Background: an optimization exercise with open tools, aiming at small area, a short achievable clock period and few clock cycles. Do not read the settings as production practice.
At most, simulation tests tie the RTL to the original design; equivalence was not proved.

==> try-xenon <==
Design matmul, start of the top module:
module matmul
#(
    parameter DIM_BITS = 16,
    parameter MEM_AW = 16,
    parameter MEM_DW = 32,
    parameter PREC = 16)
(
    input [MEM_AW-1:0] aBASE,
    input [DIM_BITS-1:0] aCOLS,
    input [DIM_BITS-1:0] aROWS,
    input [DIM_BITS-1:0] aSTRIDE,
    input [MEM_AW-1:0] bBASE,
    input [DIM_BITS-1:0] bCOLS,
    input [DIM_BITS-1:0] bSTRIDE,
    input [MEM_AW-1:0] cBASE,
    input [DIM_BITS-1:0] cSTRIDE,
    input clk,
    input go,
    input [MEM_DW-1:0] mem_rdata,
    input rst_n,
    output reg [MEM_AW-1:0] mem_addr,
    output reg mem_req,
    output [MEM_DW-1:0] mem_wdata,
    output reg mem_write,
    output reg ret
);
localparam S_IDLE = 2'd0;
localparam S_RD   = 2'd1;
localparam S_GAP  = 2'd2;
localparam S_WR   = 2'd3;
localparam K_A0 = 2'd0;
localparam K_B0 = 2'd1;
localparam K_B1 = 2'd2;
localparam K_A1 = 2'd3;
reg [1:0] st;
reg [1:0] ph;           
reg       gcnt;         
reg       kfirst;       
reg       wpend;        
reg       zero;         
reg       shortk;       
reg       w_r1, w_c1;   
reg       w_nrow;       
reg       w_done;       
reg [15:0] krem, jrem, irem;
reg [15:0] a_row, a_ptr, b_col, b_ptr, c_row, c_ptr;
reg [15:0] a_s, b_s, c_s;   
reg        klast, jlast, ilast, r1, c1;   
reg        bend;         
reg       q_v, d1_v, d2_v;
reg       q_f, d1_f, d2_f;
  ...
clock: 10.0 ns
lec_check: 0
abc_area: 1
cap_margin: 20
core_margin: 2
core_utilization: 40
cts_cluster_diameter: 60
cts_cluster_size: 25
place_density: 0.6
slew_margin: 20
standard.sh (not shown) runs the stock make flow with config.mk's settings and CLKGATE_MAP_FILE= SYNTH_SCRIPT=/design/flow/synth_recipe.tcl, a recipe that flattens the netlist after the stock synthesis.
==> flow/flow/run.sh <==
#!/bin/bash
# The standard layout, with two changes to how it is made (the SDC and its
# 10 ns clock are unchanged): port buffers use the small buf_1 cell instead of
# the default delay buffer, and repair_timing aims for a larger setup margin.
set -euo pipefail
bash standard.sh 'BUFFER_PORTS_ARGS=-buffer_cell sky130_fd_sc_hd__buf_1' SETUP_SLACK_MARGIN=6.8 finish > standard_make.log 2>&1
==> try-raven (differences from try-xenon) <==
--- a/flow/design.v
+++ b/flow/design.v
@@ -50,22 +50,18 @@
 reg       q_v, d1_v, d2_v;
 reg       q_f, d1_f, d2_f;
 reg [1:0] q_k, d1_k, d2_k;
 wire arr_a0 = d2_v & (d2_k == K_A0);
 wire arr_b0 = d2_v & (d2_k == K_B0);
 wire arr_b1 = d2_v & (d2_k == K_B1);
 wire arr_a1 = d2_v & (d2_k == K_A1);
-reg [15:0] rd1;           
-reg [15:0] hb0;
+reg [15:0] ha0, hb0, hb1;
 reg [15:0] xr;
 reg [8:0] y_one, y_two, y_neg;    
-wire [15:0] ysrc = zero ? 16'd0 :
-                   (arr_b0 | arr_b1) ? mem_rdata[15:0] :
-                   arr_a1 ? rd1 :
-                   pend ? hb0 : 16'd0;
+wire [15:0] ysrc = arr_a1 ? hb0 : pend ? hb1 : mem_rdata[15:0];
 wire [8:0] ysrc_one, ysrc_two, ysrc_neg;
 matmul_booth_enc u_enc (.y(ysrc), .one(ysrc_one), .two(ysrc_two), .neg(ysrc_neg));
 reg m_v, m_f, pend;
 reg [31:0] ps, pc;       
 wire [31:0] ms, mc;
 matmul_csmul u_mul (.x(xr), .yone(y_one), .ytwo(y_two), .yneg(y_neg), .s(ms), .c(mc));
 wire [31:0] acc_s = acc0 ^ ps ^ pc;
@@ -227,22 +223,21 @@
                     acin = 1'b1;
                     mem_req_n = ~w_c1;
                     ph_n = 2'd2;
                 end
                 2'd2: begin
                     abase = c_ptr;
                     aoff = c_s;
-                    acin = 1'b1;
-                    mem_req_n = ~w_r1 & ~w_c1;
+                    mem_req_n = ~w_r1;
                     ph_n = 2'd3;
                 end
                 2'd3: begin
-                    abase = c_ptr;
-                    aoff = c_s;
-                    mem_req_n = ~w_r1;
+                    abase = mem_addr;
+                    acin = 1'b1;
+                    mem_req_n = ~w_r1 & ~w_c1;
                     if (w_nrow) begin
                         c_row_n = c_row + c_step2;
                         c_ptr_n = c_row + c_step2;
                     end
                     else begin
                         c_ptr_n = c_ptr + 16'd2;
                     end
@@ -321,20 +316,25 @@
         m_f <= d2_f;
 end
 always @(posedge clk) begin
     d1_f <= q_f;
     d1_k <= q_k;
     d2_f <= d1_f;
     d2_k <= d1_k;
-    rd1 <= mem_rdata[15:0];
+    if (arr_a0) ha0 <= mem_rdata[15:0];
     if (arr_b0) hb0 <= mem_rdata[15:0];
-    if (arr_b0)
-        xr <= rd1;
+    if (arr_b1) hb1 <= mem_rdata[15:0];
+    if (zero)
+        xr <= 16'd0;
+    else if (arr_b0 | arr_b1)
+        xr <= ha0;
     else if (arr_a1)
         xr <= mem_rdata[15:0];
+    else if (!pend)
+        xr <= 16'd0;
     y_one <= ysrc_one;
     y_two <= ysrc_two;
     y_neg <= ysrc_neg;
     ps <= ms;
     pc <= mc;
     acc3 <= acc_s + {acc_c[30:0], 1'b0};
     acc2 <= acc3;
==> flow/flow/run.sh (replaced) <==
#!/bin/bash
# The standard layout, with two changes to how it is made (the SDC and its
# 10 ns clock are unchanged): port buffers use the small buf_1 cell instead of
# the default delay buffer, and repair_timing aims for a larger setup margin.
set -euo pipefail
bash standard.sh 'BUFFER_PORTS_ARGS=-buffer_cell sky130_fd_sc_hd__buf_1' SETUP_SLACK_MARGIN=7 finish > standard_make.log 2>&1
- ABC_AREA: 1 -> not set
- ABC_CLOCK_PERIOD_IN_PS: not set -> 3000
- CORE_UTILIZATION: 40 -> 55
- CTS_CLUSTER_DIAMETER: 60 -> not set
- CTS_CLUSTER_SIZE: 25 -> not set
- PLACE_DENSITY: 0.6 -> 0.7
==> try-juniper (differences from try-xenon) <==
--- a/flow/design.v
+++ b/flow/design.v
@@ -20,81 +20,79 @@
     input rst_n,
     output reg [MEM_AW-1:0] mem_addr,
     output reg mem_req,
     output [MEM_DW-1:0] mem_wdata,
     output reg mem_write,
     output reg ret
 );
-localparam S_IDLE = 2'd0;
-localparam S_RD   = 2'd1;
-localparam S_GAP  = 2'd2;
-localparam S_WR   = 2'd3;
+localparam S_IDLE = 3'd0;
+localparam S_RD   = 3'd1;
+localparam S_GAP  = 3'd2;
+localparam S_WR   = 3'd3;
+localparam S_INIT = 3'd4;
 localparam K_A0 = 2'd0;
 localparam K_B0 = 2'd1;
 localparam K_B1 = 2'd2;
 localparam K_A1 = 2'd3;
-reg [1:0] st;
+reg [2:0] st;
 reg [1:0] ph;           
 reg       gcnt;         
 reg       kfirst;       
 reg       wpend;        
 reg       zero;         
+reg       empty;        
 reg       shortk;       
 reg       w_r1, w_c1;   
 reg       w_nrow;       
 reg       w_done;       
 reg [15:0] krem, jrem, irem;
 reg [15:0] a_row, a_ptr, b_col, b_ptr, c_row, c_ptr;
-reg [15:0] a_s, b_s, c_s;   
 reg        klast, jlast, ilast, r1, c1;   
 reg        bend;         
 reg       q_v, d1_v, d2_v;
 reg       q_f, d1_f, d2_f;
 reg [1:0] q_k, d1_k, d2_k;
 wire arr_a0 = d2_v & (d2_k == K_A0);
 wire arr_b0 = d2_v & (d2_k == K_B0);
 wire arr_b1 = d2_v & (d2_k == K_B1);
 wire arr_a1 = d2_v & (d2_k == K_A1);
-reg [15:0] rd1;           
-reg [15:0] hb0;
+reg [15:0] ha0, hb0, hb1;
 reg [15:0] xr;
 reg [8:0] y_one, y_two, y_neg;    
-wire [15:0] ysrc = zero ? 16'd0 :
-                   (arr_b0 | arr_b1) ? mem_rdata[15:0] :
-                   arr_a1 ? rd1 :
-                   pend ? hb0 : 16'd0;
+wire [15:0] ysrc = arr_a1 ? hb0 : pend ? hb1 : mem_rdata[15:0];
 wire [8:0] ysrc_one, ysrc_two, ysrc_neg;
 matmul_booth_enc u_enc (.y(ysrc), .one(ysrc_one), .two(ysrc_two), .neg(ysrc_neg));
 reg m_v, m_f, pend;
 reg [31:0] ps, pc;       
 wire [31:0] ms, mc;
 matmul_csmul u_mul (.x(xr), .yone(y_one), .ytwo(y_two), .yneg(y_neg), .s(ms), .c(mc));
 wire [31:0] acc_s = acc0 ^ ps ^ pc;
 wire [31:0] acc_c = ((acc0 & ps) | (acc0 & pc) | (ps & pc));
 reg [31:0] acc0, acc1, acc2, acc3;
 assign mem_wdata = acc3;
-wire [15:0] a_step2 = {a_s[14:0], 1'b0};
-wire [15:0] c_step2 = {c_s[14:0], 1'b0};
-reg [1:0]  st_n;
+wire [15:0] a_step2 = {aSTRIDE[14:0], 1'b0};
+wire [15:0] c_step2 = {cSTRIDE[14:0], 1'b0};
+reg [2:0]  st_n;
 reg [1:0]  ph_n, q_k_n;
 reg        mem_req_n, ret_n, q_v_n, q_f_n, mem_write_n;
-reg        gcnt_n, kfirst_n, wpend_n, zero_n, shortk_n;
+reg        gcnt_n, kfirst_n, wpend_n, zero_n, shortk_n, empty_n;
 reg        w_r1_n, w_c1_n, w_nrow_n, w_done_n;
 reg [15:0] mem_addr_n, krem_n, jrem_n, irem_n;
 reg [15:0] abase, aoff;
 reg        acin, ajunk;
 reg [15:0] a_row_n, a_ptr_n, b_col_n, b_ptr_n, c_row_n, c_ptr_n;
 always @* begin
     st_n = st;
     ph_n = ph;
     gcnt_n = gcnt;
     kfirst_n = kfirst;
     wpend_n = wpend;
     zero_n = zero;
     shortk_n = shortk;
+    empty_n = empty;
     w_r1_n = w_r1;
     w_c1_n = w_c1;
     w_nrow_n = w_nrow;
     w_done_n = w_done;
     krem_n = krem;
     jrem_n = jrem;
     irem_n = irem;
@@ -113,37 +111,46 @@
     q_v_n = 1'b0;
     q_f_n = kfirst;
     q_k_n = ph;
     case (st)
         S_IDLE: begin
             zero_n = (aCOLS == 16'd0);
             shortk_n = (aCOLS[15:1] == 15'd0);
+            empty_n = (aROWS == 16'd0) || (bCOLS == 16'd0);
+            if (go)
+                st_n = S_INIT;
+        end
+        S_INIT: begin
             krem_n = aCOLS;
             jrem_n = bCOLS;
             irem_n = aROWS;
             a_row_n = aBASE;
             a_ptr_n = aBASE;
             b_col_n = bBASE;
             b_ptr_n = bBASE;
             c_row_n = cBASE;
             c_ptr_n = cBASE;
             kfirst_n = 1'b1;
             wpend_n = 1'b0;
-            w_r1_n = 1'b1;
-            w_c1_n = 1'b1;
-            w_done_n = 1'b1;
-            if (go) begin
-                if ((aROWS == 16'd0) || (bCOLS == 16'd0)) begin
-                    st_n = S_WR;
-                    ph_n = 2'd3;
-                end
-                else begin
-                    st_n = S_RD;
-                    ph_n = 2'd0;
-                end
+            abase = aBASE;
+            mem_write_n = 1'b0;
+            q_f_n = 1'b1;
+            q_k_n = K_A0;
+            if (empty) begin
+                st_n = S_WR;
+                ph_n = 2'd3;
+                w_r1_n = 1'b1;
+                w_c1_n = 1'b1;
+                w_done_n = 1'b1;
+            end
+            else begin
+                st_n = S_RD;
+                ph_n = 2'd1;
+                mem_req_n = 1'b1;
+                q_v_n = 1'b1;
             end
         end
         S_RD: begin
             mem_req_n = 1'b1;
             mem_write_n = 1'b0;
             q_v_n = 1'b1;
             case (ph)
@@ -163,21 +170,21 @@
                 2'd2: begin
                     abase = b_ptr;
                     acin = 1'b1;
                     ph_n = 2'd3;
                 end
                 2'd3: begin
                     abase = a_ptr;
-                    aoff = a_s;
+                    aoff = aSTRIDE;
                     ph_n = 2'd0;
                     if (!bend) begin
                         krem_n = krem - 16'd1;
                         kfirst_n = 1'b0;
                         a_ptr_n = a_ptr + 16'd1;
-                        b_ptr_n = b_ptr + b_s;
+                        b_ptr_n = b_ptr + bSTRIDE;
                     end
                     else begin
                         kfirst_n = 1'b1;
                         krem_n = aCOLS;
                         w_r1_n = r1;
                         w_c1_n = c1;
                         w_nrow_n = jlast;
@@ -226,23 +233,22 @@
                     abase = c_ptr;
                     acin = 1'b1;
                     mem_req_n = ~w_c1;
                     ph_n = 2'd2;
                 end
                 2'd2: begin
                     abase = c_ptr;
-                    aoff = c_s;
-                    acin = 1'b1;
-                    mem_req_n = ~w_r1 & ~w_c1;
+                    aoff = cSTRIDE;
+                    mem_req_n = ~w_r1;
                     ph_n = 2'd3;
                 end
                 2'd3: begin
-                    abase = c_ptr;
-                    aoff = c_s;
-                    mem_req_n = ~w_r1;
+                    abase = mem_addr;
+                    acin = 1'b1;
+                    mem_req_n = ~w_r1 & ~w_c1;
                     if (w_nrow) begin
                         c_row_n = c_row + c_step2;
                         c_ptr_n = c_row + c_step2;
                     end
                     else begin
                         c_ptr_n = c_ptr + 16'd2;
                     end
@@ -279,31 +285,27 @@
         d1_v <= q_v;
         d2_v <= d1_v;
         m_v <= pend | (d2_v && d2_k != K_A0);
         pend <= ~pend & d2_v & (d2_k == K_A1);
     end
 end
 always @(posedge clk) begin
-    if (st == S_IDLE) begin
-        a_s <= aSTRIDE;
-        b_s <= bSTRIDE;
-        c_s <= cSTRIDE;
-    end
     klast <= (krem[15:1] == 15'd0);
     bend <= (st == S_RD) && (ph == 2'd2) && klast;
     jlast <= (jrem[15:2] == 14'd0) && (jrem[1:0] != 2'd3);
     ilast <= (irem[15:2] == 14'd0) && (irem[1:0] != 2'd3);
     r1 <= (irem[15:1] == 15'd0);
     c1 <= (jrem[15:1] == 15'd0);
     ph <= ph_n;
     gcnt <= gcnt_n;
     kfirst <= kfirst_n;
     wpend <= wpend_n;
     zero <= zero_n;
     shortk <= shortk_n;
+    empty <= empty_n;
     w_r1 <= w_r1_n;
     w_c1 <= w_c1_n;
     w_nrow <= w_nrow_n;
     w_done <= w_done_n;
     krem <= krem_n;
     jrem <= jrem_n;
     irem <= irem_n;
@@ -321,20 +323,25 @@
         m_f <= d2_f;
 end
 always @(posedge clk) begin
     d1_f <= q_f;
     d1_k <= q_k;
     d2_f <= d1_f;
     d2_k <= d1_k;
-    rd1 <= mem_rdata[15:0];
+    if (arr_a0) ha0 <= mem_rdata[15:0];
     if (arr_b0) hb0 <= mem_rdata[15:0];
-    if (arr_b0)
-        xr <= rd1;
+    if (arr_b1) hb1 <= mem_rdata[15:0];
+    if (zero)
+        xr <= 16'd0;
+    else if (arr_b0 | arr_b1)
+        xr <= ha0;
     else if (arr_a1)
         xr <= mem_rdata[15:0];
+    else if (!pend)
+        xr <= 16'd0;
     y_one <= ysrc_one;
     y_two <= ysrc_two;
     y_neg <= ysrc_neg;
     ps <= ms;
     pc <= mc;
     acc3 <= acc_s + {acc_c[30:0], 1'b0};
     acc2 <= acc3;
==> flow/flow/run.sh (replaced) <==
#!/bin/bash
# The standard layout, with two changes to how it is made (the SDC and its
# 10 ns clock are unchanged): port buffers use the small buf_1 cell instead of
# the default delay buffer, and repair_timing aims for a larger setup margin.
set -euo pipefail
bash standard.sh 'BUFFER_PORTS_ARGS=-buffer_cell sky130_fd_sc_hd__buf_1' SETUP_SLACK_MARGIN=7 finish > standard_make.log 2>&1
- ABC_AREA: 1 -> not set
- ABC_CLOCK_PERIOD_IN_PS: not set -> 3000
- CTS_CLUSTER_DIAMETER: 60 -> not set
- CTS_CLUSTER_SIZE: 25 -> not set
==> try-cedar (differences from try-xenon) <==
--- a/flow/design.v
+++ b/flow/design.v
@@ -20,28 +20,30 @@
     input rst_n,
     output reg [MEM_AW-1:0] mem_addr,
     output reg mem_req,
     output [MEM_DW-1:0] mem_wdata,
     output reg mem_write,
     output reg ret
 );
-localparam S_IDLE = 2'd0;
-localparam S_RD   = 2'd1;
-localparam S_GAP  = 2'd2;
-localparam S_WR   = 2'd3;
+localparam S_IDLE = 3'd0;
+localparam S_RD   = 3'd1;
+localparam S_GAP  = 3'd2;
+localparam S_WR   = 3'd3;
+localparam S_INIT = 3'd4;
 localparam K_A0 = 2'd0;
 localparam K_B0 = 2'd1;
 localparam K_B1 = 2'd2;
 localparam K_A1 = 2'd3;
-reg [1:0] st;
+reg [2:0] st;
 reg [1:0] ph;           
 reg       gcnt;         
 reg       kfirst;       
 reg       wpend;        
 reg       zero;         
+reg       empty;        
 reg       shortk;       
 reg       w_r1, w_c1;   
 reg       w_nrow;       
 reg       w_done;       
 reg [15:0] krem, jrem, irem;
 reg [15:0] a_row, a_ptr, b_col, b_ptr, c_row, c_ptr;
 reg [15:0] a_s, b_s, c_s;   
@@ -50,51 +52,48 @@
 reg       q_v, d1_v, d2_v;
 reg       q_f, d1_f, d2_f;
 reg [1:0] q_k, d1_k, d2_k;
 wire arr_a0 = d2_v & (d2_k == K_A0);
 wire arr_b0 = d2_v & (d2_k == K_B0);
 wire arr_b1 = d2_v & (d2_k == K_B1);
 wire arr_a1 = d2_v & (d2_k == K_A1);
-reg [15:0] rd1;           
-reg [15:0] hb0;
+reg [15:0] ha0, hb0, hb1;
 reg [15:0] xr;
 reg [8:0] y_one, y_two, y_neg;    
-wire [15:0] ysrc = zero ? 16'd0 :
-                   (arr_b0 | arr_b1) ? mem_rdata[15:0] :
-                   arr_a1 ? rd1 :
-                   pend ? hb0 : 16'd0;
+wire [15:0] ysrc = arr_a1 ? hb0 : pend ? hb1 : mem_rdata[15:0];
 wire [8:0] ysrc_one, ysrc_two, ysrc_neg;
 matmul_booth_enc u_enc (.y(ysrc), .one(ysrc_one), .two(ysrc_two), .neg(ysrc_neg));
 reg m_v, m_f, pend;
 reg [31:0] ps, pc;       
 wire [31:0] ms, mc;
 matmul_csmul u_mul (.x(xr), .yone(y_one), .ytwo(y_two), .yneg(y_neg), .s(ms), .c(mc));
 wire [31:0] acc_s = acc0 ^ ps ^ pc;
 wire [31:0] acc_c = ((acc0 & ps) | (acc0 & pc) | (ps & pc));
 reg [31:0] acc0, acc1, acc2, acc3;
 assign mem_wdata = acc3;
 wire [15:0] a_step2 = {a_s[14:0], 1'b0};
 wire [15:0] c_step2 = {c_s[14:0], 1'b0};
-reg [1:0]  st_n;
+reg [2:0]  st_n;
 reg [1:0]  ph_n, q_k_n;
 reg        mem_req_n, ret_n, q_v_n, q_f_n, mem_write_n;
-reg        gcnt_n, kfirst_n, wpend_n, zero_n, shortk_n;
+reg        gcnt_n, kfirst_n, wpend_n, zero_n, shortk_n, empty_n;
 reg        w_r1_n, w_c1_n, w_nrow_n, w_done_n;
 reg [15:0] mem_addr_n, krem_n, jrem_n, irem_n;
 reg [15:0] abase, aoff;
 reg        acin, ajunk;
 reg [15:0] a_row_n, a_ptr_n, b_col_n, b_ptr_n, c_row_n, c_ptr_n;
 always @* begin
     st_n = st;
     ph_n = ph;
     gcnt_n = gcnt;
     kfirst_n = kfirst;
     wpend_n = wpend;
     zero_n = zero;
     shortk_n = shortk;
+    empty_n = empty;
     w_r1_n = w_r1;
     w_c1_n = w_c1;
     w_nrow_n = w_nrow;
     w_done_n = w_done;
     krem_n = krem;
     jrem_n = jrem;
     irem_n = irem;
@@ -113,37 +112,46 @@
     q_v_n = 1'b0;
     q_f_n = kfirst;
     q_k_n = ph;
     case (st)
         S_IDLE: begin
             zero_n = (aCOLS == 16'd0);
             shortk_n = (aCOLS[15:1] == 15'd0);
+            empty_n = (aROWS == 16'd0) || (bCOLS == 16'd0);
+            if (go)
+                st_n = S_INIT;
+        end
+        S_INIT: begin
             krem_n = aCOLS;
             jrem_n = bCOLS;
             irem_n = aROWS;
             a_row_n = aBASE;
             a_ptr_n = aBASE;
             b_col_n = bBASE;
             b_ptr_n = bBASE;
             c_row_n = cBASE;
             c_ptr_n = cBASE;
             kfirst_n = 1'b1;
             wpend_n = 1'b0;
-            w_r1_n = 1'b1;
-            w_c1_n = 1'b1;
-            w_done_n = 1'b1;
-            if (go) begin
-                if ((aROWS == 16'd0) || (bCOLS == 16'd0)) begin
-                    st_n = S_WR;
-                    ph_n = 2'd3;
-                end
-                else begin
-                    st_n = S_RD;
-                    ph_n = 2'd0;
-                end
+            abase = aBASE;
+            mem_write_n = 1'b0;
+            q_f_n = 1'b1;
+            q_k_n = K_A0;
+            if (empty) begin
+                st_n = S_WR;
+                ph_n = 2'd3;
+                w_r1_n = 1'b1;
+                w_c1_n = 1'b1;
+                w_done_n = 1'b1;
+            end
+            else begin
+                st_n = S_RD;
+                ph_n = 2'd1;
+                mem_req_n = 1'b1;
+                q_v_n = 1'b1;
             end
         end
         S_RD: begin
             mem_req_n = 1'b1;
             mem_write_n = 1'b0;
             q_v_n = 1'b1;
             case (ph)
@@ -227,22 +235,21 @@
                     acin = 1'b1;
                     mem_req_n = ~w_c1;
                     ph_n = 2'd2;
                 end
                 2'd2: begin
                     abase = c_ptr;
                     aoff = c_s;
-                    acin = 1'b1;
-                    mem_req_n = ~w_r1 & ~w_c1;
+                    mem_req_n = ~w_r1;
                     ph_n = 2'd3;
                 end
                 2'd3: begin
-                    abase = c_ptr;
-                    aoff = c_s;
-                    mem_req_n = ~w_r1;
+                    abase = mem_addr;
+                    acin = 1'b1;
+                    mem_req_n = ~w_r1 & ~w_c1;
                     if (w_nrow) begin
                         c_row_n = c_row + c_step2;
                         c_ptr_n = c_row + c_step2;
                     end
                     else begin
                         c_ptr_n = c_ptr + 16'd2;
                     end
@@ -279,15 +286,15 @@
         d1_v <= q_v;
         d2_v <= d1_v;
         m_v <= pend | (d2_v && d2_k != K_A0);
         pend <= ~pend & d2_v & (d2_k == K_A1);
     end
 end
 always @(posedge clk) begin
-    if (st == S_IDLE) begin
+    if (st == S_INIT) begin
         a_s <= aSTRIDE;
         b_s <= bSTRIDE;
         c_s <= cSTRIDE;
     end
     klast <= (krem[15:1] == 15'd0);
     bend <= (st == S_RD) && (ph == 2'd2) && klast;
     jlast <= (jrem[15:2] == 14'd0) && (jrem[1:0] != 2'd3);
@@ -296,14 +303,15 @@
     c1 <= (jrem[15:1] == 15'd0);
     ph <= ph_n;
     gcnt <= gcnt_n;
     kfirst <= kfirst_n;
     wpend <= wpend_n;
     zero <= zero_n;
     shortk <= shortk_n;
+    empty <= empty_n;
     w_r1 <= w_r1_n;
     w_c1 <= w_c1_n;
     w_nrow <= w_nrow_n;
     w_done <= w_done_n;
     krem <= krem_n;
     jrem <= jrem_n;
     irem <= irem_n;
@@ -321,20 +329,25 @@
         m_f <= d2_f;
 end
 always @(posedge clk) begin
     d1_f <= q_f;
     d1_k <= q_k;
     d2_f <= d1_f;
     d2_k <= d1_k;
-    rd1 <= mem_rdata[15:0];
+    if (arr_a0) ha0 <= mem_rdata[15:0];
     if (arr_b0) hb0 <= mem_rdata[15:0];
-    if (arr_b0)
-        xr <= rd1;
+    if (arr_b1) hb1 <= mem_rdata[15:0];
+    if (zero)
+        xr <= 16'd0;
+    else if (arr_b0 | arr_b1)
+        xr <= ha0;
     else if (arr_a1)
         xr <= mem_rdata[15:0];
+    else if (!pend)
+        xr <= 16'd0;
     y_one <= ysrc_one;
     y_two <= ysrc_two;
     y_neg <= ysrc_neg;
     ps <= ms;
     pc <= mc;
     acc3 <= acc_s + {acc_c[30:0], 1'b0};
     acc2 <= acc3;
==> flow/flow/run.sh (replaced) <==
#!/bin/bash
# The standard layout, with two changes to how it is made (the SDC and its
# 10 ns clock are unchanged): port buffers use the small buf_1 cell instead of
# the default delay buffer, and repair_timing aims for a larger setup margin.
set -euo pipefail
bash standard.sh 'BUFFER_PORTS_ARGS=-buffer_cell sky130_fd_sc_hd__buf_1' SETUP_SLACK_MARGIN=7 finish > standard_make.log 2>&1
- ABC_AREA: 1 -> not set
- ABC_CLOCK_PERIOD_IN_PS: not set -> 3000
- CTS_CLUSTER_DIAMETER: 60 -> not set
- CTS_CLUSTER_SIZE: 25 -> not set
==> flow_summary.json <==
{
  "utilization_pct": 50.0,
  "regArea_sq_mm": 0.0133,
  "multi_input_comb_cells": 1950,
  "status": "finished clean",
  "fin_crit_ns": 3.49,
  "syn_nets": 3248,
  "wl_per_cell_um": 20.6,
  "final_nets": 3543,
  "multi_input_area_share_pct": 44.3,
  "postSynthAreaPerCell_sq_um": 10.5,
  "grt_pass1_vias": 22900,
  "path_class": "input pin to flip-flop",
  "first_pass_iters": 10
}
(the above is from try-cedar)
==> flow_summary.json <==
{
  "status": "finished clean",
  "path_class": "input pin to flip-flop",
  "first_pass_iters": 5,
  "utilization_pct": 52.0,
  "multi_input_area_share_pct": 45.9,
  "syn_nets": 3088,
  "multi_input_comb_cells": 1860,
  "regArea_sq_mm": 0.0119,
  "final_nets": 3437,
  "fin_crit_ns": 3.90
}
(the above is from try-juniper)
==> flow_summary.json <==
{
  "multi_input_area_share_pct": 44.0,
  "final_nets": 4234,
  "status": "finished clean",
  "wl_per_cell_um": 18.4,
  "async_flop_share_pct": 1.77,
  "multi_input_comb_cells": 2339,
  "grt_pass1_vias": 24100,
  "utilization_pct": 47.5,
  "first_pass_iters": 8,
  "fin_crit_ns": 3.39
}
(the above is from try-xenon)
==> flow_summary.json <==
{
  "final_nets": 3494,
  "path_class": "flip-flop to flip-flop",
  "wl_per_cell_um": 21.3,
  "syn_nets": 3181,
  "status": "finished clean",
  "first_pass_iters": 6,
  "postSynthAreaPerCell_sq_um": 10.7
}
(the above is from try-raven)
Testbench counts of try-xenon, summed over its fixed seeds: cycles 52,372.
Function not checked in try-raven, try-juniper and try-cedar: the RTL went through the layout flow alone.

re-timing with driven ports:
In the flow no input, the clock included, has a driving cell. The finished layouts below were timed again as built, in two steps. Step 1, drivers: a clkbuf_16 drives clk and a buf_2 each remaining input, both assumed. Step 2 also shifts input and output timing later by t, the mid clock arrival at the registers, as if the neighbouring blocks saw the same clock. a / b / c = no drivers / after step 1 / after step 2; a / b = the first two.
| run | t, ns | slack for setup (ns) | worst hold slack (ns) | worst register clock-pin slew, ns | cell pins on the clock port's net |
|---|---|---|---|---|---|
| try-xenon | 0.673 | 6.606 / 6.606 / 6.606 | 0.322 / 0.322 / 0.322 | 0.09 / 0.09 | 1 |
| try-raven | 0.701 | 6.839 / 6.813 / 6.619 | 0.324 / 0.324 / 0.324 | 0.07 / 0.07 | 1 |
| try-juniper | 0.682 | 6.102 / 6.123 / 5.441 | 0.313 / 0.313 / 0.313 | 0.06 / 0.06 | 1 |
| try-cedar | 0.697 | 6.507 / 6.533 / 5.837 | 0.284 / 0.284 / 0.284 | 0.07 / 0.07 | 1 |
After both steps setup and hold are still met in every run listed. For try-cedar, which loses most, drivers alone change the setup slack by +0.026 ns; drivers and shift together by -0.670 ns.
